Background: an optimization exercise with open tools, aiming at small area, a short achievable clock period and few clock cycles. Do not read the settings as production practice. RTL that was checked went through simulation tests only; none was proved equivalent to the original. No functional check of the RTL was part of runs 2 to 7. Power is estimated from default activity; no workload was simulated.

--- config.mk ---
export PLATFORM = sky130hd
export DESIGN_NAME = circle_draw
export DESIGN_NICKNAME = circle_draw
export VERILOG_FILES = /design/flow/design.v
export SDC_FILE = /design/flow/constraint.sdc
export NUM_CORES = 4
export LEC_CHECK = 0
export CAP_MARGIN = 20
export CORE_MARGIN = 2
export CORE_UTILIZATION = 40
export PLACE_DENSITY = 0.6
export SLEW_MARGIN = 20
--- design.v ---
module blank(clk,reset,x,y,clr_f);
input clk,reset;
output [7:0]x;
output [6:0]y;
output clr_f;
wire waste;
wire ofx,ofy;
wire [7:0]cx;
wire [6:0]cy;
counter8b horx(clk,reset,1'b1,cx,ofx);
counter8b #(120) hory(clk,reset,ofx,{waste,cy},ofy);
assign y = cy;
assign x = cx;
assign clr_f = ofy;
endmodule 
module counter8b #(parameter carret=160)(clk,reset,en,count,oflow);
input clk,reset,en;
output reg oflow;
output reg [7:0] count;
always @ (posedge clk, negedge reset)
begin 
	if (!reset)
		begin
		count <=0;
		oflow <=0;
		end
	else if (!en)
		begin
		end
	else if(count>=carret-1)
		begin
		count  <= 0;
		oflow <=1;
		end
	else
		begin
		oflow  <= 0;
		count <= count+1;
		end
end
endmodule 
	module bresen(xc,yc,r,xo,yo,CLK50,clearn,plot,done,idle);
	input [7:0]xc;
	input [5:0]r;
	input [6:0]yc;
	input CLK50,clearn,plot;
	output [7:0] xo;
	output [6:0] yo;
	output done;
	output idle;
	wire [10:0] x;
	wire  [7:0] y;
	reg signed [9:0] d,dn;
	reg [10:0] xn,xp;
	reg [7:0] yn,yp;
	reg [1:0] nst;
	reg [1:0] pst;
	reg enplot;
	wire holdn;
	parameter Ab=2'b00, Bb=2'b01,Cb=2'b10,Db=2'b11;
	setPixel pixplot(xc,yc,x[7:0],y[6:0],xo,yo,CLK50,clearn,enplot,holdn);
	always @(*)
	begin
	dn = d;
	xn = xp;
	yn = yp;
	enplot = 0;
	nst = Ab;
	case(pst)
	Ab: begin 
		 dn = 3 - (r << 1);
		 xn = 0;
		 yn = {2'b0,r};
		 enplot = 0;
		 if (plot) nst = Cb;
		 else nst = Ab;
		 end
	Bb: begin
	enplot = 1;
	if (xp>yp) nst = Ab;
		else 
		begin
		nst = Cb;
		xn = xp + 1;
			if (d < 0) dn = d + (xp <<< 2) + 6;
			else
				begin
					dn = d + ((xp-yp) <<< 2) + 10;
					yn = yp - 1;
				end			
	 	end
	end
	Cb:begin 
	enplot = 1;
		dn = d;
		xn = xp;
		yn = yp;
		if(holdn)
			nst = Bb;
		 else 
			nst = Cb;
		end
	default : nst=Ab;
	endcase
	end
	always @ (posedge CLK50, negedge clearn)
	begin
		if (!clearn)
		begin
		pst <= Ab;
		d <= 0;
		xp <= 0;
		yp <= 0;
		end
		else
		begin
		pst <= nst;
		d <= dn;
		xp <= xn;
		yp <= yn;	
		end
	end
	assign x = (pst == Ab) ?  0 : xp;
	assign y = (pst == Ab) ?  r : yp;
	assign done = (xn > yn);
	assign idle = (pst == Ab);
endmodule
module setPixel(xc,yc,x,y,xo,yo,CLK50,clearn,en,holdn);
input CLK50,clearn,en;
input [7:0]  xc,x;
input [6:0]  yc,y;
reg [2:0] p_state;
reg [2:0] n_state;
output reg holdn;
output reg [7:0] xo;
output reg [6:0] yo;
parameter A=3'd0,B=3'd1,C=3'd2,D=3'd3,E=3'd4,F=3'd5,G=3'd6,H=3'd7;
always @ (*)
begin
	case(p_state)
	A:
	begin
		xo = xc + x;
		yo = yc + y;
		holdn = 0;
		n_state = B;
	end
	B: 
	begin
		xo = xc - x;
		yo = yc + y;
		holdn = 0;
		n_state = C; 
	end
	C: 
	begin
		xo = xc + x;
		yo = yc - y;
		holdn = 0;
		n_state = D;
	end
	D: 
	begin
		xo = xc - x;
		yo = yc - y;
		holdn = 0;
		n_state = E; 
	end
	E: 
	begin
		xo = xc + y;
		yo = yc + x;
		holdn = 0;
		n_state = F; 
	end
	F: 
	begin
		xo = xc - y;
		yo = yc + x;
		holdn = 0;
		n_state = G; 
	end
	G: 
	begin
		xo = xc + y;
		yo = yc - x;
		holdn = 1;
		n_state = H; 
	end
	default: 
	begin
		xo = xc - y;
		yo = yc - x;
		holdn = 0;
		n_state = A;
	end
	endcase
end
always @ (posedge CLK50, negedge clearn)
begin
	if (!clearn)
		p_state <= A;
	else if (en)
		p_state<=n_state;	
end
endmodule
module circle_draw(xc,yc,rad,x,y,color,color_disp,CLK50,clearn,plot,wr,ready);
	input [7:0]xc;
	input [6:0]yc;
	input [5:0]rad;
	input CLK50,clearn,plot;
	input [2:0] color;
	output [7:0] x;
	output [6:0] y;
	output wr;
	output ready;
	output [2:0] color_disp;
	wire [7:0] xb,xf;
	wire [6:0] yb,yf;
	wire [5:0] r;
	reg [1:0] nst;
	reg [1:0] pst;
	parameter s0=2'd0,s1=2'd1,s2=2'd2;
	wire ofy;
	wire done;
	wire idle;
	assign r = ((rad > 59) || (rad == 0)) ? 59 : rad;
	blank emp(CLK50,clearn,xb,yb,ofy);
	bresen fill(xc,yc,r,xf,yf,CLK50,clearn,(pst == s2),done,idle);
	always @ (*)
	begin
		case (pst)
		s0: if(ofy) nst = s1;
			else nst = s0;
		s1: if(plot && idle) nst = s2;
			else nst = s1;
		s2: if(done) nst = s1;
			else nst = s2;
		default: nst = s0;
		endcase
	end
	always @ (posedge CLK50,negedge clearn)
	begin
	if(!clearn)
		pst <= s0;
	else 
		pst <= nst;
	end
	assign x = (pst == s0) ? xb : 
				  (pst == s1) ? 80 :
				  xf;
	assign y = (pst == s0) ? yb : 
				  (pst == s1) ? 60 :
				  yf;
	assign color_disp = (pst == s2) ? color : 0; 
	assign wr = (pst != s1);
	assign ready = (pst == s1) && idle;
endmodule
--- constraint.sdc ---
create_clock -name core_clock -period 7.0 [get_ports {CLK50}]
set_input_delay 1.4000 -clock core_clock [delete_from_list [all_inputs] [get_ports {CLK50}]]
set_output_delay 1.4000 -clock core_clock [all_outputs]
set_load 0.01 [all_outputs]
--- run.sh ---
#!/bin/bash
# synth_recipe.tcl (not shown) runs the flow's synth.tcl, then flattens the netlist and writes it again
# the make line also repeats each setting of config.mk as NAME=value (left out here)
make -C /OpenROAD-flow-scripts/flow DESIGN_CONFIG=/design/flow/config.mk WORK_HOME=/design/flow/orfs CLKGATE_MAP_FILE= SYNTH_SCRIPT=/design/flow/synth_recipe.tcl finish
==> results.ini, run 1 <==
[global_route]
grt_max_degree=54
grt_pass1_wl_um=28100
first_global_vias=5578
grtUsageTotal_pct=22.1
antenna_found_initial=0
overflow=0

[synth]
yosys.area_share.simple_pct=22.6
ys_types=83
async_reset_ff_share_pct=100
synth_mux_area_share_pct=6.40
synth-compound-area-share_pct=21.0
synthAdderAreaFrac_pct=16.3
netlist_instances=703
synth_top_family_by_area=simple AND/OR/NAND/NOR gates
synthesis.area_mm2=0.00583
syn_nets=803
synth_edf_count=0
synth-xor-area-share_pct=5.50
synth_flop_cell=dfrtp_1
synth-seq-cells=53
synth-seq-area-share_pct=22.8
avgSynthCellArea_um2=8.29
ys_warn_count=5

[floorplanning]
coreArea_mm2=0.0144
die_h_um=125
rows=44
die_area_mm2=0.0155
io_pins=47
initial_utilization_pct=40.6
die_x_um=125

[power_and_ir_drop]
switching_share_pct=49.3
power.leakage_nw=3.13
clkPwrFrac_pct=8.4
power.switching_w=0.00157
power_frac_seq_pct=15.5
ir_drop_mv=0.489
power_frac_comb_pct=76.1
internal_power_w=0.00162
powerDensity_mw_per_mm2=463

[clock_tree]
cts_sinks=53
postCtsHoldBufs=0
cts_root_buf=clkbuf_16
h-tree-depth=2
cts_buffer_depth=2
clkLatencyLatePin_ns=0.31
cts_made_buffers=5
cts_tree=yes
clk_pin_slew_ns=0.07

[worst_setup_path]
crit_type=in -> out
end_kind=primary output
critPathArrivalTime_ns=5.51
critPathRequiredTime_ns=5.60
critPathLaunchType=input pin
critPathMaxFanout=3

[final_layout]
area_growth_pct=18.2
post-route-cell-area_mm2=0.00689
post-route-util_pct=47.9
nets=861
layout_common_cells=nand2_1, ha_1, nor2_1
num_antenna_cells=0
drive_gt1_share_pct=11.5

[place]
dp_worst_setup_slack_ns=-0.446
hpwl_um=13100
placedInstanceArea_mm2=0.00662
routabilityCongestion=0.927
port_buffers=46

[sta]
worst_pin_slew_ns=0.772
setup_slack_ns=0.0918
fin_skew_ns=0.0110
maxSlewHeadroom_pct=47.2
drv_slew=0
setup_tns_ns=0
max_freq_ghz=0.145
fin_crit_ns=6.91
setup_viol=0
post-route-period-util_pct=98.7
hold_viol=0
whs_ns=0.520

[drt]
via_per_inst=5.81
routed_wl_um=17000
post_drt_wl_per_cell_um=18.0
dr.pass1.iters=5
vias=5493
dr.first_iter.drc_count=420
ant_nets=0
drc=0

[run_status]
status=finished clean

[hold_path]
holdCritPathClass=reg -> reg

[run]
maxCapViolations=0

==> area by class of cell <==
type	instances	area [um2]
inverters	46	173
well taps	184	230
repair buffers	82	734
clock buffers	5	125
fillers	1405	7480
flip-flops and latches	53	1330
clock inverters	3	26.3
multi-input cells	573	4270
==> worst max-delay path, stage by stage <==
cell             delay [ns]
clkdlybuf4s50_1        0.45
or4_4                  0.55
nor2_2                 0.12
nor3_2                 0.06
a21oi_2                0.16
inv_1                  0.06
ha_2                   0.26
mux4_2                 0.52
buf_4                  0.16
ha_1                   0.26
a21o_1                 0.18
a21oi_1                0.19
o21bai_1               0.09
a21oi_1                0.17
xor2_1                 0.09
a21oi_1                0.21
clkdlybuf4s50_1        0.57
==> routing by layer <==
| layer | GRT usage [%] | wire [um] | vias to the layer above |
|---|---|---|---|
| met1 | 26.9 | 7220 | 2643 |
| li1 | - | - | 2679 |
| met3 | 3.09 | 538 | 37 |
| met2 | 39.1 | 8610 | 134 |
| met5 | 0 | 0 | - |
| met4 | 9.12 | 636 | 0 |
==> kinds of logic after synthesis <==
kind of cell | Yosys count
compound gates | 179
xor+xnor | 35
fa+ha+maj | 73
buf+inv | 77
flops | 53
mux | 29
simple gates | 257
==> registers in the layout, summed over array words and instances (netlist names) <==
register              count
emp.horx.oflow            1
emp.hory.oflow            1
fill.pst                  2
pst                       2
fill.yp                   8
emp.hory.count            8
fill.pixplot.p_state      3
emp.horx.count            8
fill.d                    9
fill.xp                  11
==> timing repair <==
action / CTS / global route
pin swaps: 1 / 5
setup endpoints to repair: 3 / 6
cloned: 0 / 0
setup buffers: 1 / 2
gates resized for setup: 9 / 20
==> path summary, 6_finish.rpt <==
path	end	slack, ns	start	depth (start not counted)
min in group asynchronous	fill.yp[2]	1.24	clearn	2
min	emp.hory.oflow	0.52	emp.hory.oflow	1
min reg2reg	emp.hory.oflow	0.52	emp.hory.oflow	1
max	y[5]	0.09	rad[5]	17
max reg2reg	pst[0]	3.00	fill.xp[4]	13
max in group asynchronous	fill.xp[3]	5.27	clearn	2
==> cells in the mapped netlist (all sizes together), types with 4 or more instances <==
master  number  share of area (%)
or2          4               0.43
nor3        28                2.7
or4          4               0.64
xor2        17                2.6
dfrtp       53                 23
a21oi       38                3.3
mux2i       20                3.4
o21ai       49                4.5
o211ai       8                1.1
clkbuf      19                1.2
mux4         6                2.3
nand3b       6               0.84
nor2        57                3.7
and2         8               0.86
nor3b        5               0.73
a211oi       9                1.2
ha          68                 15
o21bai       4               0.52
nand2b       8               0.86
a21o        10                1.3
o21a        13                1.7
buf         12                1.2
o31ai        4               0.52
fa           5                1.7
inv         45                2.9
xnor2       17                2.6
nor2b       13                1.4
and3        10                1.1
o22ai        4               0.43
nand3       20                1.7
or3          6               0.64
nand4       12                1.3
a22o         6               0.90
nand2       66                4.3
==> per-stage QoR <==
step	cells	total power [W]
floorplan	703	0.00209
global placement	935	0.00277
detailed placement	935	0.00285
CTS	944	0.00316
global route	946	0.00350
finish	946	0.00319
==> power groups by stage <==
stage / registers (W) / clock network (W) / logic (W)
floorplan: 0.000418 / 0 / 0.00168
global placement: 0.000494 / 0 / 0.00228
finish: 0.000494 / 0.000268 / 0.00243
detailed placement: 0.000497 / 0 / 0.00235
CTS: 0.000491 / 0.000274 / 0.00239
global route: 0.000509 / 0.000286 / 0.00271
Testbench counts, summed over its fixed seeds: cycles 98,776.
==> inputs of run 2 (changes only) <==
==> design.v (replaced) <==
module circle_draw(xc,yc,rad,x,y,color,color_disp,CLK50,clearn,plot,wr,ready);
	input [7:0] xc;
	input [6:0] yc;
	input [5:0] rad;
	input CLK50,clearn,plot;
	input [2:0] color;
	output [7:0] x;
	output [6:0] y;
	output [2:0] color_disp;
	output wr;
	output ready;
	localparam IDLE = 2'b00, CLR = 2'b01, SET = 2'b10, DRW = 2'b11;
	reg [1:0] m;
	reg [7:0] xo;
	reg [6:0] yo;
	reg [2:0] col;
	reg [5:0] a, b;
	reg [7:0] e;
	reg [2:0] ph;
	wire [5:0] r = (rad == 6'd0 || rad > 6'd59) ? 6'd59 : rad;
	wire a0 = (a == 6'd0);
	wire dec = ~e[7];
	wire endpt = (ph == 3'd7) | (ph == 3'd5 & a0);
	wire done = (b < a);
	wire [5:0] xs = ph[2] ? b : a;
	wire xneg = ph[2] ? ph[0] : ph[1];
	wire [5:0] ys = ph[2] ? a : b;
	wire yneg = ph[2] ? ph[1] : ph[0];
	wire [7:0] gx = xneg ? xc - {2'b0, xs} : xc + {2'b0, xs};
	wire [6:0] gy = yneg ? yc - {1'b0, ys} : yc + {1'b0, ys};
	always @(posedge CLK50 or negedge clearn)
	begin
		if (!clearn) begin
			m <= CLR;
			xo <= 8'd0;
			yo <= 7'd0;
			col <= 3'd0;
		end else begin
			case (m)
			CLR: begin
				{yo, xo} <= {yo, xo} + 15'd1;
				if (&{yo, xo}) m <= IDLE;
			end
			IDLE: begin
				col <= color;
				if (plot) m <= SET;
			end
			SET: m <= DRW;
			default: if (done) m <= IDLE;
			endcase
			if (m[1]) begin
				xo <= gx;
				yo <= gy;
			end
		end
	end
	always @(posedge CLK50)
	begin
		if (m == IDLE) begin
			a <= 6'd0;
			b <= r;
			e <= 8'd1 - {2'b0, r};
			ph <= 3'd0;
		end else if (m[1]) begin
			if (endpt) begin
				ph <= 3'd0;
				a <= a + 6'd1;
				if (dec) begin
					b <= b - 6'd1;
					e <= e + {1'b0, a, 1'b0} - {1'b0, b, 1'b0} + 8'd5;
				end else
					e <= e + {1'b0, a, 1'b0} + 8'd3;
			end else if (ph == 3'd1 && a0)
				ph <= 3'd4;
			else
				ph <= ph + 3'd1;
		end
	end
	assign x = xo;
	assign y = yo;
	assign color_disp = col;
	assign wr = m[0];
	assign ready = ~m[1] & ~m[0];
endmodule
==> results.ini, run 2 <==
[drt]
vias=3898  ; -29%
via_per_inst=5.55  ; -4.4%
drc=0  ; unchanged
ant_nets=0  ; unchanged
routed_wl_um=11200  ; -34%
dr.pass1.iters=5  ; unchanged
post_drt_wl_per_cell_um=15.9  ; -12%
dr.first_iter.drc_count=305  ; -27%

[global_route]
grt_max_degree=38  ; -30%
antenna_found_initial=0  ; unchanged
overflow=0  ; unchanged
first_global_vias=3784  ; -32%
grt_pass1_wl_um=18500  ; -34%
grtUsageTotal_pct=19.5  ; -2.6 points

[floorplanning]
die_x_um=109  ; -12%
die_h_um=109  ; -12%
coreArea_mm2=0.0108  ; -25%
rows=38  ; -14%
io_pins=47  ; unchanged
initial_utilization_pct=41.0  ; +0.49 points
die_area_mm2=0.0120  ; -23%

[worst_setup_path]
reg2reg_slack_ns=3.13  ; +0.13 ns
critPathArrivalTime_ns=3.90  ; -1.61 ns
critPathLaunchType=flip-flop
critPathMaxFanout=8  ; +5
critPathRequiredTime_ns=7.03  ; +1.43 ns
crit_type=reg -> reg
end_kind=flip-flop

[power_and_ir_drop]
ir_drop_mv=0.352  ; -28%
power_w=0.00278  ; -13%
powerDensity_mw_per_mm2=547  ; +18%
power.leakage_nw=2.10  ; -33%

[sta]
maxSlewHeadroom_pct=34.5  ; -13 points
whs_ns=0.517  ; -0.00320 ns
rsz0062_at_grt=false
fin_skew_ns=0.0171  ; +0.00607 ns
drv_slew=0  ; unchanged
worst_pin_slew_ns=0.979  ; +0.207 ns
post-route-period-util_pct=55.2  ; -43 points
fin_crit_ns=3.87  ; -3.04 ns
setup_viol=0  ; unchanged
setup_tns_ns=0  ; unchanged
hold_viol=0  ; unchanged
max_freq_ghz=0.259  ; +79%

[synth]
ys_types=71  ; -14%
synth_flop_cell=dfrtp_1
yosysTopAreaCell=ha_1
syn_nets=610  ; -24%
synthesis.area_mm2=0.00445  ; -24%
synth_edf_count=14  ; +14
synth-seq-area-share_pct=24.8  ; +2.0 points
yosys-top-cells-area=ha_1, dfrtp_1, edfxtp_1
yosys-top-cells-count=ha_1, nor2_1, inv_1, a21oi_1, xnor2_1
synth-seq-cells=43  ; -19%
ys_warn_count=1  ; -4
avgSynthCellArea_um2=8.44  ; +1.9%
async_reset_ff_share_pct=46.5  ; -53 points
netlist_instances=527  ; -25%
synth_most_common_cell=ha_1
yosysTopAreaCellShare_pct=14.6  ; -8.1 points

[final_layout]
num_antenna_cells=0  ; unchanged
layout_common_cells=ha_1, nor2_1, inv_1, clkdlybuf4s50_1, a21oi_1
final_common_cell=ha_1
nets=644  ; -25%
area_growth_pct=14.1
reg_top3=e (8), xo (8), yo (7)
post-route-cell-area_mm2=0.00508  ; -26%
num-fill-cells=1055  ; -25%
drive_gt1_share_pct=6.05  ; -5.5 points

[clock_tree]
h-tree-depth=2  ; unchanged
cts_resized=0  ; -9
clk_pin_slew_ns=0.09  ; +0.02 ns
cts_buffer_depth=2  ; unchanged
cts_sinks=43  ; -19%
cts_tree=yes
cts_root_buf=clkbuf_8
clkLatencyLatePin_ns=0.31  ; about the same
postCtsHoldBufs=0  ; unchanged
cts_made_buffers=5  ; unchanged
postCtsSetupBuffers=0  ; -1

[run]
maxCapViolations=0  ; unchanged

[hold_path]
holdCritPathClass=reg -> reg

[run_status]
status=finished clean

[place]
routabilityCongestion=0.871  ; -6.0%
port_buffers=46  ; unchanged
hpwl_um=8690  ; -34%
placedInstanceArea_mm2=0.00499  ; -25%

[run 2: cell count changes after synthesis, moves of 11 or more]
cell      change
nor3_1       -11
o21ai_0      -11
nand2_1      -37
xnor2_1      +19
edfxtp_1     +14
dfrtp_1      -34
ha_1         -16
[run 2: critical path, stage by stage, from the launching register on]
cell and delay (ns):
dfxtp_1 0.53, ha_1 0.34, o21ai_0 0.32, nor4_1 0.08
nor3_1 0.46, inv_1 0.09, ha_1 0.29, ha_1 0.35
nor4bb_1 0.16, or3_1 0.39, a211oi_1 0.22, o41ai_2 0.13
xnor2_1 0.17, o21ai_1 0.07
[run 2: cell families after synthesis]
logic type | after synthesis | synth area share [%]
simple gates | 159 | 18.5
compound gates | 136 | 20.2
buf+inv | 69 | 6.61
fa+ha+maj | 56 | 16.4
xor+xnor | 43 | 8.46
flops | 43 | 24.8
mux | 21 | 4.98
[run 2: per-stage QoR]
step                setup WS [ns]  instances  utilization (%)
floorplan                    3.53        527                -
global placement             3.30        694             46.0
detailed placement           3.20        694             46.0
CTS                          3.17        702             46.8
global route                 2.80        702             46.8
finish                       3.13        702             46.8
[run 2: final timing paths]
path	start	to	depth (start not counted)
setup / recovery	a[2]	e[7]	13
hold / removal	col[2]	col[2]	1
setup reg to reg	a[2]	e[7]	13
hold reg to reg	col[2]	col[2]	1
max in group asynchronous	clearn	xo[3]	1
min in group asynchronous	clearn	xo[4]	1
[run 2: cell type report]
cell class                 instances  area, um2  area share [%]
timing repair buffer              49        483            9.51
sequential                        43       1100            21.7
clock inverter                     2       13.8           0.271
clock buffer                       6       72.6            1.43
multi-input combinational        415       3050            60.1
tap                              140        175            3.45
inverter                          47        176            3.48
[run 2: report_power, final]
group	total [W]	internal, W	switching (W)	leakage [nW]
Combinational	0.00201	0.000945	0.00106	1.62
Sequential	0.000607	0.000421	0.000185	0.438
Clock	0.000165	0.0000707	0.0000942	0.0452
[run 2: metal layers]
metal / vias up / share of wire [%] / GRT usage (%)
met5: - / 0 / 0
met4: 0 / 1.9 / 5.70
met3: 14 / 4.2 / 2.49
met2: 83 / 45 / 32.2
met1: 1838 / 49 / 26.7
li1: 1963 / - / -
==> inputs of run 3 (changes only) <==
--- a/design.v
+++ b/design.v
@@ -22,12 +22,15 @@
 	wire dec = ~e[7];
 	wire endpt = (ph == 3'd7) | (ph == 3'd5 & a0);
 	wire done = (b < a);
+	wire [7:0] edelta = dec ? (8'd4 - {1'b0, b, 1'b0}) : 8'd2;
 	wire [5:0] xs = ph[2] ? b : a;
 	wire xneg = ph[2] ? ph[0] : ph[1];
 	wire [5:0] ys = ph[2] ? a : b;
 	wire yneg = ph[2] ? ph[1] : ph[0];
-	wire [7:0] gx = xneg ? xc - {2'b0, xs} : xc + {2'b0, xs};
-	wire [6:0] gy = yneg ? yc - {1'b0, ys} : yc + {1'b0, ys};
+	wire [8:0] gxs = {xc, 1'b1} + {{2'b0, xs} ^ {8{xneg}}, xneg};
+	wire [7:0] gys = {yc, 1'b1} + {{1'b0, ys} ^ {7{yneg}}, yneg};
+	wire [7:0] gx = gxs[8:1];
+	wire [6:0] gy = gys[7:1];
 	always @(posedge CLK50 or negedge clearn)
 	begin
 		if (!clearn) begin
@@ -65,11 +68,8 @@
 			if (endpt) begin
 				ph <= 3'd0;
 				a <= a + 6'd1;
-				if (dec) begin
-					b <= b - 6'd1;
-					e <= e + {1'b0, a, 1'b0} - {1'b0, b, 1'b0} + 8'd5;
-				end else
-					e <= e + {1'b0, a, 1'b0} + 8'd3;
+				if (dec) b <= b - 6'd1;
+				e <= e + {1'b0, a, 1'b1} + edelta;
 			end else if (ph == 3'd1 && a0)
 				ph <= 3'd4;
 			else
==> results.ini, run 3 <==
[power_and_ir_drop]
power_frac_comb_pct=67.9  ; -4.3 points
switching_share_pct=47.7  ; -0.49 points
internal_power_w=0.00129  ; -10%
ir_drop_mv=0.221  ; -37%
power.switching_w=0.00118  ; -12%
clkPwrFrac_pct=6.5  ; +0.6 points
power.leakage_nw=1.88  ; -10%
power_frac_seq_pct=25.6  ; +3.8 points
powerDensity_mw_per_mm2=532  ; -2.8%

[clock_tree]
cts_resized=0  ; unchanged
cts_buffer_depth=2  ; unchanged
cts_made_buffers=5  ; unchanged
clk_pin_slew_ns=0.09  ; about the same
cts_tree=yes
postCtsSetupBuffers=0  ; unchanged
postCtsHoldBufs=0  ; unchanged
cts_sinks=43  ; unchanged
h-tree-depth=2  ; unchanged
cts_root_buf=clkbuf_8
clkLatencyLatePin_ns=0.30  ; about the same

[final_layout]
nets=575  ; -11%
num-fill-cells=978  ; -7.3%
num_antenna_cells=0  ; unchanged
reg_top3=e (8), xo (8), yo (7)
layout_common_cells=nor2_1, clkdlybuf4s50_1, nand2_1, a21oi_1, ha_1
area_growth_pct=15.8
post-route-cell-area_mm2=0.00463  ; -8.7%
post-route-util_pct=47.6  ; +0.80 points
instances_no_fill=638  ; -9.1%
final_common_cell=nor2_1
drive_gt1_share_pct=6.14  ; +0.089 points

[place]
placedInstanceArea_mm2=0.00455  ; -8.8%
dp_worst_setup_slack_ns=3.13  ; -0.0653 ns
hpwl_um=7430  ; -14%
dp.cells=630  ; -9.2%
routabilityCongestion=0.876  ; +0.54%
port_buffers=46  ; unchanged

[drt]
vias=3371  ; -14%
post_drt_wl_per_cell_um=15.3  ; -3.7%
dr.first_iter.drc_count=215  ; -30%
dr.pass1.iters=4  ; -1
ant_nets=0  ; unchanged
via_per_inst=5.28  ; -4.8%
drc=0  ; unchanged
routed_wl_um=9770  ; -12%

[global_route]
grt_pass1_wl_um=16000  ; -13%
grt_max_degree=32  ; -16%
first_global_vias=3148  ; -17%
antenna_found_initial=0  ; unchanged
grtUsageTotal_pct=18.2  ; -1.3 points
overflow=0  ; unchanged

[run_status]
status=finished clean

[synth]
yosys-top-cells-count=nor2_1, a21oi_1, nand2_1, ha_1
synth-seq-cells=43  ; unchanged
netlist_instances=471  ; -11%
synth-seq-area-share_pct=27.6  ; +2.8 points
avgSynthCellArea_um2=8.49  ; +0.59%
synth_flop_cell=dfrtp_1
yosysTopAreaCellShare_pct=11.9  ; -2.7 points
ys_types=61  ; -14%
yosysTopAreaCell=dfrtp_1
ys_warn_count=1  ; unchanged
syn_nets=542  ; -11%
async_reset_ff_share_pct=46.5  ; unchanged
synth_edf_count=14  ; unchanged
synth_most_common_cell=nor2_1
yosys-top-cells-area=dfrtp_1, ha_1, edfxtp_1
synthesis.area_mm2=0.00400  ; -10%

[sta]
fin_skew_ns=0.00981  ; -0.00731 ns
post-route-period-util_pct=57.4  ; +2.2 points
fin_crit_ns=4.02  ; +0.151 ns
drv_slew=0  ; unchanged
setup_slack_ns=2.98  ; -0.151 ns
rsz0062_at_grt=false
worst_pin_slew_ns=0.917  ; -0.0623 ns
max_freq_ghz=0.249  ; -3.8%
hold_viol=0  ; unchanged
maxSlewHeadroom_pct=38.3  ; +3.8 points
setup_tns_ns=0  ; unchanged
setup_viol=0  ; unchanged

[floorplanning]
rows=36  ; -5.3%
io_pins=47  ; unchanged
coreArea_mm2=0.00973  ; -10%
die_x_um=104  ; -5.0%
die_h_um=104  ; -5.0%
initial_utilization_pct=41.1  ; +0.070 points
die_area_mm2=0.0108  ; -9.7%

[worst_setup_path]
critPathLaunchType=flip-flop
crit_type=reg -> out
critPathMaxFanout=31  ; +23
critPathArrivalTime_ns=2.62  ; -1.28 ns
end_kind=primary output
critPathRequiredTime_ns=5.60  ; -1.43 ns

[run]
maxCapViolations=0  ; unchanged

[hold_path]
holdCritPathClass=reg -> reg

## run 3: cell type report
type / count / area [um2] / share of cell area [%]
Tap cell: 133 / 166 / 3.59
Timing Repair Buffer: 48 / 475 / 10.3
Multi-Input combinational cell: 378 / 2700 / 58.3
Clock inverter: 2 / 11.3 / 0.243
Sequential cell: 43 / 1100 / 23.8
Inverter: 28 / 105 / 2.27
Clock buffer: 6 / 72.6 / 1.57
## run 3: cells by family (layout without fill, tap and decap cells)
family	Yosys count	count (layout)	synth area share, %
AOI/OAI and AO/OA	109	109	16.6
xor gates and xnor gates	50	50	10.9
adders and majority gates	44	44	15.1
buffers and inverters	50	84	4.94
DFF	43	43	27.6
muxes	26	26	7.10
and+or+nand+nor	149	149	17.8
## run 3: path summary, 6_finish.rpt
kind	endpoint	start	depth (start not counted)	slack, ns
setup reg to reg	b[5]	m[1]	6	3.16
max in group asynchronous	m[1]	clearn	1	4.82
hold reg to reg	col[2]	col[2]	1	0.52
min in group asynchronous	xo[5]	clearn	1	1.61
setup / recovery	ready	m[1]	4	2.98
hold / removal	col[2]	col[2]	1	0.52
## run 3: worst max-delay path: stages, from the launching register on
cell and delay [ns]:
dfrtp_1 0.64, inv_1 0.52, ha_1 0.24, buf_4 0.32, clkdlybuf4s50_1 0.61
## run 3: power by group through the flow
stage	Sequential, W	Combinational (W)	Clock [W]
global route	0.000654	0.00188	0.000177
CTS	0.000630	0.00168	0.000165
detailed placement	0.000636	0.00166	0
finish	0.000630	0.00167	0.000160
global placement	0.000633	0.00165	0
floorplan	0.000551	0.00130	0
## run 3: metal layers
metal	vias to the layer above	share of wire, %	track usage, %
li1	1725	-	-
met1	1568	47	24.7
met2	72	48	30.8
met3	6	3.6	2.57
met4	0	0.93	4.25
met5	-	0	0
## run 3: through the flow
step	hold WS, ns	total power (W)
after floorplan	0.551	0.00185
after global placement	0.492	0.00228
after detailed placement	0.498	0.00230
after CTS	0.520	0.00247
after global routing	0.536	0.00271
final	0.518	0.00246
==> inputs of run 4 (changes only) <==
==> design.v (replaced) <==
module circle_draw(xc,yc,rad,x,y,color,color_disp,CLK50,clearn,plot,wr,ready);
	input [7:0] xc;
	input [6:0] yc;
	input [5:0] rad;
	input CLK50,clearn,plot;
	input [2:0] color;
	output [7:0] x;
	output [6:0] y;
	output [2:0] color_disp;
	output wr;
	output ready;
	function [8:0] add8;
		input [7:0] p, q;
		input ci;
		integer i;
		reg c;
		begin
			c = ci;
			for (i = 0; i < 8; i = i + 1) begin
				add8[i] = p[i] ^ q[i] ^ c;
				c = (p[i] & q[i]) | (c & (p[i] ^ q[i]));
			end
			add8[8] = c;
		end
	endfunction
	localparam IDLE = 2'b00, CLR = 2'b01, SET = 2'b10, DRW = 2'b11;
	reg [1:0] m;
	reg [7:0] xo;
	reg [6:0] yo;
	reg [2:0] col;
	reg [5:0] a, b;
	reg [7:0] e;
	reg [2:0] ph;
	wire [5:0] r = (rad == 6'd0 || &rad[5:2]) ? 6'd59 : rad;
	wire a0 = (a == 6'd0);
	wire dec = ~e[7];
	wire endpt = (ph == 3'd7) | (ph == 3'd5 & a0);
	wire [8:0] bma = add8({2'b0, b}, {2'b11, ~a}, 1'b1);
	wire done = ~bma[8];
	wire [5:0] xs = ph[2] ? b : a;
	wire xneg = ph[2] ? ph[0] : ph[1];
	wire [5:0] ys = ph[2] ? a : b;
	wire yneg = ph[2] ? ph[1] : ph[0];
	wire [8:0] gxs = add8(xc, {{2{xneg}}, xs ^ {6{xneg}}}, xneg);
	wire [8:0] gys = add8({1'b0, yc}, {1'b0, yneg, ys ^ {6{yneg}}}, yneg);
	wire [8:0] ai = add8({2'b0, a}, 8'd0, 1'b1);
	wire [8:0] bd = add8({2'b0, b}, 8'hff, 1'b0);
	wire [7:0] t1 = {1'b0, ai[5:0], 1'b1};
	wire [7:0] t2 = dec ? {1'b1, ~bd[5:0], 1'b1} : 8'd0;
	wire [7:0] cs_s = e ^ t1 ^ t2;
	wire [7:0] cs_c = (e & t1) | (e & t2) | (t1 & t2);
	wire [8:0] en = add8(cs_s, {cs_c[6:0], dec}, 1'b0);
	wire [8:0] e0 = add8({2'b11, ~r}, 8'd1, 1'b1);
	wire lfb = ~(yo[6] ^ yo[5]);
	wire clr_end = ({yo, xo} == 15'h4000);
	always @(posedge CLK50 or negedge clearn)
	begin
		if (!clearn) begin
			m <= CLR;
			xo <= 8'd0;
			yo <= 7'd0;
			col <= 3'd0;
		end else begin
			case (m)
			CLR: begin
				xo <= {xo[6:0], lfb};
				yo <= {yo[5:0], xo[7]};
				if (clr_end) m <= IDLE;
			end
			IDLE: begin
				col <= color;
				if (plot) m <= SET;
			end
			SET: m <= DRW;
			default: if (done) m <= IDLE;
			endcase
			if (m[1]) begin
				xo <= gxs[7:0];
				yo <= gys[6:0];
			end
		end
	end
	always @(posedge CLK50)
	begin
		if (m == IDLE) begin
			a <= 6'd0;
			b <= r;
			e <= e0[7:0];
			ph <= 3'd0;
		end else if (m[1]) begin
			if (endpt) begin
				ph <= 3'd0;
				a <= ai[5:0];
				if (dec) b <= bd[5:0];
				e <= en[7:0];
			end else if (ph == 3'd1 && a0)
				ph <= 3'd4;
			else
				ph <= ph + 3'd1;
		end
	end
	assign x = xo;
	assign y = yo;
	assign color_disp = col;
	assign wr = m[0];
	assign ready = ~m[1] & ~m[0];
endmodule
==> results.ini, run 4 <==
[clock_tree]
h-tree-depth=2  ; unchanged
cts_made_buffers=5  ; unchanged
cts_buffer_depth=2  ; unchanged
cts_tree=yes
cts_root_buf=clkbuf_8
clk_pin_slew_ns=0.10  ; about the same
postCtsSetupBuffers=0  ; unchanged
clkLatencyLatePin_ns=0.32  ; +0.02 ns
postCtsHoldBufs=0  ; unchanged
cts_sinks=43  ; unchanged
cts_resized=0  ; unchanged

[sta]
hold_viol=0  ; unchanged
setup_viol=0  ; unchanged
setup_tns_ns=0  ; unchanged
post-route-period-util_pct=63.1  ; +5.7 points
fin_crit_ns=4.42  ; +0.398 ns
worst_pin_slew_ns=0.986  ; +0.0688 ns
maxSlewHeadroom_pct=34.1  ; -4.2 points
max_freq_ghz=0.226  ; -9.0%
fin_skew_ns=0.0169  ; +0.00713 ns
rsz0062_at_grt=false
drv_slew=0  ; unchanged

[synth]
synth_most_common_cell=inv_1
avgSynthCellArea_um2=9.55  ; +12%
async_reset_ff_share_pct=46.5  ; unchanged
synth_flop_cell=dfrtp_1
yosysTopAreaCell=dfrtp_1
synth-seq-area-share_pct=32.2  ; +4.7 points
synth_edf_count=14  ; unchanged
yosys-top-cells-area=dfrtp_1, fa_1, edfxtp_1
ys_warn_count=1  ; unchanged
synth-seq-cells=43  ; unchanged
yosysTopAreaCellShare_pct=13.9  ; +2.0 points
netlist_instances=358  ; -24%
yosys-top-cells-count=inv_1, nand2_1, nor2_1, ha_1, o21ai_0
syn_nets=436  ; -20%
ys_types=40  ; -34%
synthesis.area_mm2=0.00342  ; -15%

[hold_path]
holdCritPathClass=reg -> reg

[drt]
via_per_inst=5.02  ; -4.9%
dr.pass1.iters=4  ; unchanged
ant_nets=0  ; unchanged
dr.first_iter.drc_count=86  ; -60%
routed_wl_um=7450  ; -24%
vias=2527  ; -25%
drc=0  ; unchanged
post_drt_wl_per_cell_um=14.8  ; -3.3%

[power_and_ir_drop]
switching_share_pct=43.5  ; -4.3 points
power_frac_seq_pct=28.2  ; +2.6 points
powerDensity_mw_per_mm2=500  ; -6.0%
power.leakage_nw=1.78  ; -5.3%
power_w=0.00204  ; -17%
power_frac_comb_pct=61.3  ; -6.6 points
power.switching_w=0.000887  ; -25%
internal_power_w=0.00115  ; -10%
clkPwrFrac_pct=10.5  ; +4.0 points
ir_drop_mv=0.150  ; -32%

[global_route]
antenna_found_initial=0  ; unchanged
grtUsageTotal_pct=17.2  ; -1.1 points
grt_pass1_wl_um=12100  ; -24%
first_global_vias=2538  ; -19%
grt_max_degree=40  ; +25%
overflow=0  ; unchanged

[place]
hpwl_um=5800  ; -22%
placedInstanceArea_mm2=0.00396  ; -13%
routabilityCongestion=0.821  ; -6.3%
port_buffers=46  ; unchanged

[floorplanning]
die_area_mm2=0.00930  ; -14%
rows=33  ; -8.3%
initial_utilization_pct=41.4  ; +0.28 points
die_x_um=96.4  ; -7.3%
io_pins=47  ; unchanged
coreArea_mm2=0.00826  ; -15%
die_h_um=96.4  ; -7.3%

[final_layout]
final_common_cell=inv_1
reg_top3=e (8), xo (8), yo (7)
post-route-cell-area_mm2=0.00408  ; -12%
area_growth_pct=19.4
drive_gt1_share_pct=6.03  ; -0.11 points
layout_common_cells=inv_1, clkdlybuf4s50_1, nand2_1
nets=475  ; -17%
num_antenna_cells=0  ; unchanged

[worst_setup_path]
worstReg2RegEnd=xo[7]
reg2reg_depth=16  ; +10
max_stage_delay_ns=0.50  ; -0.14 ns
end_kind=flip-flop
crit_chain=clkdlybuf4s50_1 -> o21ai_0 -> fa_1 -> fa_1 -> fa_1 -> inv_1 -> fa_1 -> inv_1 -> fa_1 -> inv_1 -> fa_1 -> xnor2_1 -> xnor2_1 -> nor2_1 -> a21oi_1 -> o21ai_0
critPathLaunchType=input pin
critical_path.endpoint=xo[7]
crit_type=in -> reg
crit_top_cell=fa_1
r2r_start=ph[2]
worstSetupStartpoint=xc[0]
reg2reg_slack_ns=2.60  ; -0.56 ns
critPathSlowestCell=clkdlybuf4s50_1
critPathMaxFanout=2  ; -94%
critPathRequiredTime_ns=7.16  ; +1.56 ns
critPathArrivalTime_ns=4.58  ; +1.96 ns

[run_status]
status=finished clean

[run]
maxCapViolations=0  ; unchanged

[run 4: cell count changes after synthesis, sizes merged, moves of 9 or more]
cell	change
a21oi	-19
fa	+16
ha	-9
inv	+19
nor2	-21
xnor2	-10
xor2	-12
[run 4: cell type report]
class | instances | area [um2]
Clock buffer | 6 | 82.6
Clock inverter | 2 | 38.8
Fill cell | 799 | 4180
Inverter | 48 | 180
Multi-Input combinational cell | 251 | 2070
Sequential cell | 43 | 1100
Tap cell | 105 | 131
Timing Repair Buffer | 48 | 475
[run 4: through the flow]
stage / hold WS (ns) / util (%) / cells / worst slack (ns)
6_report: 0.520 / 49.4 / 503 / 2.58
5_1_grt: 0.547 / 49.4 / 503 / 2.27
4_1_cts: 0.522 / 49.4 / 503 / 2.58
3_5_place_dp: 0.500 / 48.0 / 495 / 2.25
3_3_place_gp: 0.490 / 48.0 / 495 / 2.33
2_1_floorplan: 0.488 / - / 358 / 2.97
[run 4: logic make-up after synthesis]
logic type                 Yosys count  share of synthesized area (%)
and+or+nand+nor                     89                           11.8
buffers and inverters               64                           7.17
AOI/OAI and AO/OA                   55                           8.75
adders and majority gates           51                           23.7
DFF                                 43                           32.2
xor gates and xnor gates            28                           7.17
muxes                               28                           9.11
[run 4: worst min-delay path by stage]
stage | start | end | slack (ns) | cells after the start
after floorplan | a[1] | a[1] | 0.49 | 2
after global placement | col[1] | col[1] | 0.49 | 1
after detailed placement | col[1] | col[1] | 0.50 | 1
after CTS | col[1] | col[1] | 0.52 | 1
after global routing | col[1] | col[1] | 0.55 | 1
final | col[1] | col[1] | 0.52 | 1
[run 4: critical path, delay by kind of cell]
kind            cells  cell delay (ns)
fa+ha+maj           6             1.84
compound gates      3             0.34
xor+xnor            2             0.26
simple gates        1             0.05
buf+inv             4             0.70
[run 4: layer usage]
| layer | up-vias | wire [um] | GRT usage (%) |
|---|---|---|---|
| met1 | 1217 | 3540 | 22.9 |
| met4 | 0 | 98 | 5.40 |
| li1 | 1255 | - | - |
| met2 | 48 | 3490 | 28.3 |
| met5 | - | 0 | 0 |
| met3 | 7 | 320 | 3.34 |
[run 4: power groups by stage]
stage	clock, W	combinational (W)	sequential [W]
5_1_grt	0.000228	0.00146	0.000597
3_3_place_gp	0	0.00123	0.000580
2_1_floorplan	0	0.000918	0.000543
4_1_cts	0.000220	0.00128	0.000576
3_5_place_dp	0	0.00128	0.000583
6_report	0.000214	0.00125	0.000576
==> inputs of run 5 (changes only) <==
--- a/config.mk
+++ b/config.mk
@@ -9,4 +9,5 @@
 export CORE_MARGIN = 2
 export CORE_UTILIZATION = 40
 export PLACE_DENSITY = 0.6
+export SETUP_SLACK_MARGIN = 3.5
 export SLEW_MARGIN = 20
==> results.ini, run 5 <==
[floorplanning]
rows=33  ; unchanged
die_area_mm2=0.00930  ; unchanged
coreArea_mm2=0.00826  ; unchanged
io_pins=47  ; unchanged
initial_utilization_pct=41.4  ; unchanged
die_h_um=96.4  ; unchanged
die_x_um=96.4  ; unchanged

[synth]
avgSynthCellArea_um2=9.55  ; unchanged
ys_types=40  ; unchanged
synth-seq-area-share_pct=32.2  ; unchanged
yosys-top-cells-count=inv_1, nand2_1, nor2_1, ha_1, o21ai_0
async_reset_ff_share_pct=46.5  ; unchanged
synth-seq-cells=43  ; unchanged
synthesis.area_mm2=0.00342  ; unchanged
yosysTopAreaCell=dfrtp_1
ys_warn_count=1  ; unchanged
yosys-top-cells-area=dfrtp_1, fa_1, edfxtp_1
syn_nets=436  ; unchanged
yosysTopAreaCellShare_pct=13.9  ; unchanged
synth_edf_count=14  ; unchanged
synth_flop_cell=dfrtp_1
synth_most_common_cell=inv_1
netlist_instances=358  ; unchanged

[clock_tree]
cts_made_buffers=5  ; unchanged
cts_tree=yes
cts_sinks=43  ; unchanged
h-tree-depth=2  ; unchanged
cts_buffer_depth=2  ; unchanged
clk_pin_slew_ns=0.09  ; about the same
clkLatencyLatePin_ns=0.30  ; -0.02 ns
postCtsHoldBufs=0  ; unchanged
cts_root_buf=clkbuf_8

[place]
hpwl_um=5780  ; -0.39%
routabilityCongestion=0.797  ; -2.9%
dp_worst_setup_slack_ns=2.35  ; +0.0969 ns
port_buffers=46  ; unchanged

[sta]
worst_pin_slew_ns=0.931  ; -0.0550 ns
rsz0062_at_grt=true
maxSlewHeadroom_pct=37.8  ; +3.7 points
setup_slack_ns=3.22  ; +0.637 ns
setup_viol=0  ; unchanged
hold_viol=0  ; unchanged
fin_crit_ns=3.78  ; -0.637 ns
drv_slew=0  ; unchanged
whs_ns=0.516  ; -0.00344 ns
max_freq_ghz=0.265  ; +17%
setup_tns_ns=0  ; unchanged
post-route-period-util_pct=54.0  ; -9.1 points
fin_skew_ns=0.00944  ; -0.00751 ns

[worst_setup_path]
critPathMaxFanout=2  ; unchanged
critPathLaunchType=input pin
end_kind=flip-flop
critPathSlowestCell=fa_2
crit_chain=buf_8 -> o21ai_4 -> fa_2 -> fa_2 -> fa_2 -> inv_2 -> fa_2 -> inv_2 -> fa_2 -> inv_2 -> fa_2 -> xnor2_2 -> xnor2_1 -> nor2_1 -> a21oi_1 -> o21ai_1
crit_type=in -> reg
critPathRequiredTime_ns=7.16  ; about the same
crit_top_cell=fa_2
max_stage_delay_ns=0.35  ; -0.15 ns
critPathArrivalTime_ns=3.93  ; -0.65 ns

[hold_path]
holdCritPathClass=reg -> reg

[drt]
dr.first_iter.drc_count=90  ; +4.7%
drc=0  ; unchanged
routed_wl_um=7600  ; +2.0%
via_per_inst=4.98  ; -0.90%
post_drt_wl_per_cell_um=14.7  ; -0.79%
ant_nets=0  ; unchanged
vias=2574  ; +1.9%
dr.pass1.iters=4  ; unchanged

[global_route]
overflow=0  ; unchanged
first_global_vias=2553  ; +0.59%
grtUsageTotal_pct=17.7  ; +0.55 points
grt_max_degree=40  ; unchanged
antenna_found_initial=0  ; unchanged
grt_pass1_wl_um=12500  ; +3.4%

[final_layout]
area_growth_pct=26.1
reg_top3=e (8), xo (8), yo (7)
nets=489  ; +2.9%
drive_gt1_share_pct=20.6  ; +15 points
num_antenna_cells=0  ; unchanged
layout_common_cells=nand2_1, clkdlybuf4s50_1, inv_1
num-fill-cells=757  ; -5.3%
post-route-util_pct=52.2  ; +2.8 points

[run_status]
status=finished clean

[power_and_ir_drop]
powerDensity_mw_per_mm2=503  ; +0.65%
power_w=0.00217  ; +6.3%
power.leakage_nw=1.88  ; +5.2%
ir_drop_mv=0.192  ; +28%

[run]
maxCapViolations=0  ; unchanged

-- run 5: cell families after synthesis --
family                     after synthesis  synth area share (%)
and+or+nand+nor                         89                  11.8
buffers and inverters                   64                  7.17
AOI/OAI and AO/OA                       55                  8.75
adders and majority gates               51                  23.7
DFF                                     43                  32.2
xor gates and xnor gates                28                  7.17
muxes                                   28                  9.11
-- run 5: through the flow --
step,std cells,instance area (um2)
global placement,495,4030
detailed placement,495,4030
finish,517,4310
global route,517,4310
floorplan,358,3490
CTS,509,4210
-- run 5: worst max-delay path, delay by kind of cell --
family	cells	cell delay (ns)
fa+ha+maj	6	1.75
buf+inv	4	0.25
xor+xnor	2	0.25
compound gates	3	0.24
simple gates	1	0.05
-- run 5: worst paths after layout --
check	cells past startpoint	slack, ns	end	from
setup / recovery	16	3.22	xo[7]	xc[0]
hold / removal	1	0.52	col[1]	col[1]
setup reg to reg	16	3.32	xo[7]	ph[2]
hold reg to reg	1	0.52	col[1]	col[1]
max in group asynchronous	1	4.82	yo[4]	clearn
min in group asynchronous	1	1.61	xo[2]	clearn
-- run 5: per-layer routing --
| metal | up-vias | wire length, um | track usage (%) |
|---|---|---|---|
| met2 | 41 | 3550 | 29.4 |
| met5 | - | 0 | 0 |
| met4 | 0 | 73 | 4.34 |
| met3 | 6 | 284 | 2.64 |
| li1 | 1283 | - | - |
| met1 | 1244 | 3690 | 24.5 |
-- run 5: power breakdown --
part	internal, W	switching, W
clock	0.000106	0.0000935
combinational	0.000691	0.000704
sequential	0.000433	0.000141
total	0.00123	0.000938
-- run 5: area by class of cell --
type                    count  area, um2  area share [%]
multi-input cells         251       2180            50.6
well taps                 105        131            3.05
flip-flops and latches     43       1110            25.7
clock buffers               5       68.8            1.60
clock inverters             3       43.8            1.02
inverters                  48        190            4.41
repair buffers             62        589            13.7
-- run 5: timing repair --
item / 4_1_cts / 5_1_grt
pin swaps: 11 / 12
setup buffers: 6 / 8
gates resized for setup: 37 / 25
setup endpoints to repair: 12 / 9
==> inputs of run 6 (changes only) <==
--- a/config.mk
+++ b/config.mk
@@ -5,6 +5,7 @@
 export SDC_FILE = /design/flow/constraint.sdc
 export NUM_CORES = 4
 export LEC_CHECK = 0
+export ABC_CLOCK_PERIOD_IN_PS = 2500
 export CAP_MARGIN = 20
 export CORE_MARGIN = 2
 export CORE_UTILIZATION = 40
==> results.ini, run 6 <==
[power_and_ir_drop]
power.leakage_nw=1.88  ; unchanged
powerDensity_mw_per_mm2=503  ; unchanged
ir_drop_mv=0.192  ; unchanged

[clock_tree]
cts_sinks=43  ; unchanged
cts_root_buf=clkbuf_8
cts_made_buffers=5  ; unchanged
cts_buffer_depth=2  ; unchanged
cts_tree=yes
h-tree-depth=2  ; unchanged
postCtsHoldBufs=0  ; unchanged
clkLatencyLatePin_ns=0.30  ; about the same
clk_pin_slew_ns=0.09  ; about the same

[place]
port_buffers=46  ; unchanged
dp_worst_setup_slack_ns=2.35  ; unchanged
routabilityCongestion=0.797  ; unchanged
hpwl_um=5780  ; unchanged

[synth]
syn_nets=436  ; unchanged
netlist_instances=358  ; unchanged
yosys-top-cells-area=dfrtp_1, fa_1, edfxtp_1
ys_warn_count=1  ; unchanged
yosysTopAreaCellShare_pct=13.9  ; unchanged
async_reset_ff_share_pct=46.5  ; unchanged
avgSynthCellArea_um2=9.55  ; unchanged
synth_flop_cell=dfrtp_1
synth_edf_count=14  ; unchanged
synth_most_common_cell=inv_1
yosys-top-cells-count=inv_1, nand2_1, nor2_1, ha_1, o21ai_0
synth-seq-cells=43  ; unchanged
ys_types=40  ; unchanged
synth-seq-area-share_pct=32.2  ; unchanged
yosysTopAreaCell=dfrtp_1
synthesis.area_mm2=0.00342  ; unchanged

[worst_setup_path]
crit_top_cell=fa_2
crit_type=in -> reg
critPathRequiredTime_ns=7.16  ; about the same
max_stage_delay_ns=0.35  ; about the same
critPathMaxFanout=2  ; unchanged
crit_chain=buf_8 -> o21ai_4 -> fa_2 -> fa_2 -> fa_2 -> inv_2 -> fa_2 -> inv_2 -> fa_2 -> inv_2 -> fa_2 -> xnor2_2 -> xnor2_1 -> nor2_1 -> a21oi_1 -> o21ai_1
r2r_start=ph[2]
critPathSlowestCell=fa_2
worstReg2RegEnd=xo[7]
reg2reg_depth=16  ; unchanged
critPathArrivalTime_ns=3.93  ; about the same
reg2reg_slack_ns=3.32  ; about the same
end_kind=flip-flop
critPathLaunchType=input pin

[floorplanning]
die_x_um=96.4  ; unchanged
coreArea_mm2=0.00826  ; unchanged
rows=33  ; unchanged
initial_utilization_pct=41.4  ; unchanged
die_h_um=96.4  ; unchanged
die_area_mm2=0.00930  ; unchanged
io_pins=47  ; unchanged

[hold_path]
hold_start=col[1]
whs_path_depth=1  ; unchanged
hold_end=col[1]
holdCritPathClass=reg -> reg

[sta]
max_freq_ghz=0.265  ; unchanged
fin_crit_ns=3.78  ; unchanged
rsz0062_at_grt=true
setup_viol=0  ; unchanged
fin_skew_ns=0.00944  ; unchanged
setup_slack_ns=3.22  ; unchanged
post-route-period-util_pct=54.0  ; unchanged
hold_viol=0  ; unchanged
maxSlewHeadroom_pct=37.8  ; unchanged
setup_tns_ns=0  ; unchanged
worst_pin_slew_ns=0.931  ; unchanged
drv_slew=0  ; unchanged

[final_layout]
num_antenna_cells=0  ; unchanged
layout_common_cells=nand2_1, clkdlybuf4s50_1, inv_1
num-fill-cells=757  ; unchanged
nets=489  ; unchanged
multi_input_area_mm2=0.00218  ; unchanged
drive_gt1_share_pct=20.6  ; unchanged
regArea_mm2=0.00111  ; unchanged
area_growth_pct=26.1  ; unchanged
reg_top3=e (8), xo (8), yo (7)

[drt]
vias=2574  ; unchanged
via_per_inst=4.98  ; unchanged
dr.first_iter.drc_count=90  ; unchanged
drc=0  ; unchanged
dr.pass1.iters=4  ; unchanged
routed_wl_um=7600  ; unchanged
post_drt_wl_per_cell_um=14.7  ; unchanged
ant_nets=0  ; unchanged

[global_route]
grt_pass1_wl_um=12500  ; unchanged
grtUsageTotal_pct=17.7  ; unchanged
overflow=0  ; unchanged
grt_use_met2_pct=29.4  ; unchanged
met3_usage_pct=2.64  ; unchanged
busiest_layer=met2
met1_usage_pct=24.5  ; unchanged
first_global_vias=2553  ; unchanged
antenna_found_initial=0  ; unchanged
grt_max_degree=40  ; unchanged

[run_status]
status=finished clean

[run]
maxCapViolations=0  ; unchanged

-- run 6: cell counts after synthesis --
No cell type changed its count.
-- run 6: worst max-delay path: cells and delay by family --
family	cells	cell delay, ns
adders and majority gates	6	1.75
AOI/OAI and AO/OA	3	0.24
buffers and inverters	4	0.25
and+or+nand+nor	1	0.05
xor gates and xnor gates	2	0.25
-- run 6: power by group --
part / total, W / internal (W) / switching [W]
Combinational: 0.00139 / 0.000691 / 0.000704
Sequential: 0.000574 / 0.000433 / 0.000141
Clock: 0.000200 / 0.000106 / 0.0000935
-- run 6: per-layer routing --
layer	up-vias	routed length [um]	share of wire (%)
met5	-	0	0
met4	0	73	0.96
met3	6	284	3.7
met2	41	3550	47
met1	1244	3690	49
li1	1283	-	-
-- run 6: worst max-delay path by stage --
| stage | from | endpoint | slack, ns |
|---|---|---|---|
| 2_1_floorplan | xc[1] | xo[7] | 3.10 |
| 3_5_place_dp | xc[0] | xo[7] | 2.35 |
| 3_3_place_gp | xc[1] | xo[7] | 2.40 |
| 5_1_grt | xc[0] | xo[7] | 3.12 |
| 6_report | xc[0] | xo[7] | 3.22 |
| 4_1_cts | yc[0] | yo[6] | 3.12 |
-- run 6: logic make-up (layout without fill, tap and decap cells) --
family,after synthesis,count (layout),synth area share [%]
adders and majority gates,51,51,23.7
and+or+nand+nor,89,89,11.8
buffers and inverters,64,118,7.17
AOI/OAI and AO/OA,55,55,8.75
muxes,28,28,9.11
DFF,43,43,32.2
xor gates and xnor gates,28,28,7.17
-- run 6: what timing repair did --
| item | 4_1_cts | 5_1_grt |
|---|---|---|
| gates cloned | 0 | 0 |
| resized for setup | 37 | 25 |
| pin swaps | 11 | 12 |
| setup buffers | 6 | 8 |
| endpoints found under the setup margin | 12 | 9 |
-- run 6: cell type report --
class	count	share of cell area (%)
Clock buffer	5	1.60
Clock inverter	3	1.02
Inverter	48	4.41
Multi-Input combinational cell	251	50.6
Sequential cell	43	25.7
Tap cell	105	3.05
Timing Repair Buffer	62	13.7
-- run 6: metrics by stage --
step,area [um2],hold WS [ns],std cells,power [W],util [%]
after floorplan,3490,0.488,358,0.00150,-
after global placement,4030,0.490,495,0.00186,48.8
after detailed placement,4030,0.500,495,0.00190,48.8
after CTS,4210,0.522,509,0.00216,50.9
after global routing,4310,0.544,517,0.00241,52.2
final,4310,0.516,517,0.00217,52.2
==> inputs of run 7 (changes only) <==
--- a/config.mk
+++ b/config.mk
@@ -5,10 +5,9 @@
 export SDC_FILE = /design/flow/constraint.sdc
 export NUM_CORES = 4
 export LEC_CHECK = 0
-export ABC_CLOCK_PERIOD_IN_PS = 2500
 export CAP_MARGIN = 20
 export CORE_MARGIN = 2
 export CORE_UTILIZATION = 40
 export PLACE_DENSITY = 0.6
-export SETUP_SLACK_MARGIN = 3.5
+export SETUP_SLACK_MARGIN = 4.0
 export SLEW_MARGIN = 20
==> results.ini, run 7 <==
[floorplanning]
rows=33  ; unchanged
die_area_mm2=0.00930  ; unchanged
initial_utilization_pct=41.4  ; unchanged
coreArea_mm2=0.00826  ; unchanged
io_pins=47  ; unchanged
die_h_um=96.4  ; unchanged
die_x_um=96.4  ; unchanged

[synth]
synth_edf_count=14  ; unchanged
yosysTopAreaCellShare_pct=13.9  ; unchanged
synthesis.area_mm2=0.00342  ; unchanged
ys_types=40  ; unchanged
ys_warn_count=1  ; unchanged
synth_flop_cell=dfrtp_1
synth-seq-area-share_pct=32.2  ; unchanged
syn_nets=436  ; unchanged
yosys-top-cells-count=inv_1, nand2_1, nor2_1, ha_1, o21ai_0
yosys-top-cells-area=dfrtp_1, fa_1, edfxtp_1
avgSynthCellArea_um2=9.55  ; unchanged
synth-seq-cells=43  ; unchanged
netlist_instances=358  ; unchanged
async_reset_ff_share_pct=46.5  ; unchanged
yosysTopAreaCell=dfrtp_1
synth_most_common_cell=inv_1

[final_layout]
multi_input_area_mm2=0.00225  ; +3.4%
post-route-util_pct=53.2  ; +1.0 points
reg_top3=e (8), xo (8), yo (7)
layout_common_cells=clkdlybuf4s50_1, nand2_1, inv_1
final_common_cell=clkdlybuf4s50_1
area_growth_pct=28.6
nets=489  ; unchanged
regArea_mm2=0.00111  ; +0.11%
num_antenna_cells=0  ; unchanged
num-fill-cells=759  ; +0.26%
drive_gt1_share_pct=22.6  ; +1.9 points

[clock_tree]
clkLatencyLatePin_ns=0.30  ; about the same
cts_sinks=43  ; unchanged
cts_buffer_depth=2  ; unchanged
h-tree-depth=2  ; unchanged
cts_tree=yes
clk_pin_slew_ns=0.09  ; about the same
postCtsHoldBufs=0  ; unchanged
cts_made_buffers=5  ; unchanged
cts_root_buf=clkbuf_8

[power_and_ir_drop]
power.switching_w=0.000954  ; +1.7%
ir_drop_mv=0.179  ; -6.7%
power.leakage_nw=1.87  ; about the same
internal_power_w=0.00125  ; +1.2%
power_frac_comb_pct=66.2  ; +1.9 points
power_w=0.00220  ; +1.4%
powerDensity_mw_per_mm2=500  ; -0.59%
power_frac_seq_pct=26.1  ; -0.4 points
switching_share_pct=43.4  ; +0.14 points
clkPwrFrac_pct=7.7  ; -1.5 points

[sta]
fin_skew_ns=0.00823  ; -0.00121 ns
setup_slack_ns=3.22  ; +0.00282 ns
fin_crit_ns=3.78  ; -0.00282 ns
rsz0062_at_grt=true
worst_pin_slew_ns=0.937  ; +0.00630 ns
hold_viol=0  ; unchanged
setup_tns_ns=0  ; unchanged
maxSlewHeadroom_pct=37.5  ; -0.23 points
max_freq_ghz=0.265  ; about the same
post-route-period-util_pct=53.9  ; about the same
drv_slew=0  ; unchanged
setup_viol=0  ; unchanged

[worst_setup_path]
worst-path-buf-inv=5  ; +1
critPathSlowestCell=fa_2
crit_top_cell=fa_2
critPathArrivalTime_ns=3.93  ; about the same
reg2reg_depth=14  ; -2
reg2reg_slack_ns=3.30  ; -0.02 ns
r2r_start=b[0]
critPathTopFamily=adder cells
max_stage_delay_ns=0.38  ; +0.03 ns
worstReg2RegEnd=e[6]
critPathMaxFanout=1  ; -1
critPathLaunchType=input pin
crit_chain=buf_8 -> inv_8 -> fa_2 -> fa_2 -> fa_2 -> inv_2 -> fa_2 -> inv_2 -> fa_2 -> inv_2 -> fa_2 -> xnor2_2 -> xnor2_1 -> nor2_1 -> a21oi_1 -> o21ai_1
critPathRequiredTime_ns=7.16  ; about the same
end_kind=flip-flop
crit_type=in -> reg

[drt]
ant_nets=0  ; unchanged
via_per_inst=4.89  ; -1.8%
dr.pass1.iters=4  ; unchanged
vias=2528  ; -1.8%
drc=0  ; unchanged
dr.first_iter.drc_count=80  ; -11%
routed_wl_um=7590  ; about the same
post_drt_wl_per_cell_um=14.7  ; about the same

[place]
port_buffers=46  ; unchanged
dp_worst_setup_slack_ns=2.34  ; -0.00787 ns
routabilityCongestion=0.777  ; -2.4%
hpwl_um=5760  ; -0.33%

[hold_path]
holdCritPathClass=reg -> reg
whs_path_depth=2  ; +1
hold_end=a[1]
hold_start=a[1]

[global_route]
grt_max_degree=40  ; unchanged
antenna_found_initial=0  ; unchanged
grtUsageTotal_pct=17.8  ; +0.062 points
first_global_vias=2511  ; -1.6%
grt_pass1_wl_um=12600  ; +0.16%
overflow=0  ; unchanged

[run_status]
status=finished clean

[run]
maxCapViolations=0  ; unchanged

-- run 7: cell counts after synthesis --
Identical to the previous run, type by type.
-- run 7: layout make-up --
cell class / instances / area share [%]
clock buffer: 6 / 1.88
clock inverter: 2 / 0.256
inverter: 48 / 4.55
multi-input combinational: 251 / 51.3
sequential: 43 / 25.2
tap: 105 / 2.99
timing repair buffer: 62 / 13.9
-- run 7: metrics by stage --
step | instance area [um2] | hold WS, ns | instances
after floorplan | 3550 | 0.488 | 358
after global placement | 4090 | 0.490 | 495
after detailed placement | 4090 | 0.494 | 495
after CTS | 4320 | 0.504 | 511
after global routing | 4400 | 0.531 | 517
final | 4400 | 0.501 | 517
-- run 7: how the worst max path moves through the flow --
stage                      from    end  slack (ns)  depth (start not counted)
final                     xc[1]  xo[7]        3.22                         16
after global routing      xc[1]  xo[7]        3.10                         16
after CTS                 yc[0]  yo[6]        3.11                         13
after detailed placement  xc[0]  xo[7]        2.34                         16
after global placement    xc[1]  xo[7]        2.40                         16
after floorplan           xc[1]  xo[7]        3.10                         15
-- run 7: worst reg2reg max path, stage by stage (launching register included) --
cell	delay (ns)
edfxtp_1	0.47
buf_4	0.18
nand2_2	0.06
fa_1	0.43
fa_2	0.35
fa_2	0.37
fa_2	0.34
inv_2	0.06
fa_2	0.19
inv_2	0.04
fa_2	0.33
inv_2	0.06
fa_2	0.41
nor2_1	0.09
a21oi_1	0.05
-- run 7: what timing repair did --
action	CTS	global route
setup buffers	8	6
resized for setup	58	8
cloned	0	0
pin swaps	10	11
setup endpoints to repair	17	12
-- run 7: routing by layer --
metal	wire (um)	global-route usage (%)	vias up
met3	247	2.56	6
met2	3600	30.0	41
met1	3670	24.5	1198
met4	67	3.52	0
met5	0	0	-
li1	-	-	1283
-- run 7: cells by family (layout without fill, tap and decap cells) --
logic type               after synthesis  in the layout  synth area share [%]
AO/OA/AOI/OAI                         55             55                  8.75
XOR/XNOR                              28             28                  7.17
adder cells (fa/ha/maj)               51             51                  23.7
buffers and inverters                 64            118                  7.17
flip-flops                            43             43                  32.2
multiplexers                          28             28                  9.11
AND/OR/NAND/NOR                       89             89                  11.8
-- run 7: power groups by stage --
| stage | clock, W | sequential, W | combinational (W) |
|---|---|---|---|
| 4_1_cts | 0.000173 | 0.000575 | 0.00144 |
| 6_report | 0.000169 | 0.000575 | 0.00146 |
| 3_3_place_gp | 0 | 0.000581 | 0.00132 |
| 2_1_floorplan | 0 | 0.000544 | 0.000999 |
| 3_5_place_dp | 0 | 0.000585 | 0.00136 |
| 5_1_grt | 0.000185 | 0.000597 | 0.00168 |

re-timing with driven ports:
In the flow no input, the clock included, has a driving cell. The finished layouts below were timed again as built, in two steps.
Step 1 assumes that a clkbuf_16 drives the clock port and a buf_2 every other input.
Step 2, shift: input delay + t, output delay - t, t = (earliest + latest rising clock arrival at the registers) / 2. This alone moves slack from input paths to output paths.
a / b / c = no drivers / after step 1 / after step 2; a / b = the first two.
run	t, ns	slack for setup (ns)	hold WS [ns]	worst setup path after step 2	latest minus earliest clock arrival (ns)
run 1	0.344	0.092 / 0.061 / 0.061	0.520 / 0.520 / 0.520	input to output	0.012 / 0.012
run 2	0.333	3.133 / 3.133 / 3.133	0.517 / 0.517 / 0.517	register to register	0.017 / 0.017
run 3	0.324	2.982 / 2.948 / 3.163	0.518 / 0.518 / 0.518	register to register	0.010 / 0.010
run 4	0.342	2.585 / 2.590 / 2.248	0.520 / 0.520 / 0.520	input to register	0.018 / 0.018
run 5	0.329	3.222 / 3.200 / 2.871	0.516 / 0.516 / 0.516	input to register	0.009 / 0.010
run 6	0.329	3.222 / 3.200 / 2.871	0.516 / 0.516 / 0.516	input to register	0.009 / 0.010
run 7	0.326	3.225 / 3.202 / 2.877	0.501 / 0.501 / 0.501	input to register	0.008 / 0.009
After both steps setup and hold are still met in every run listed.
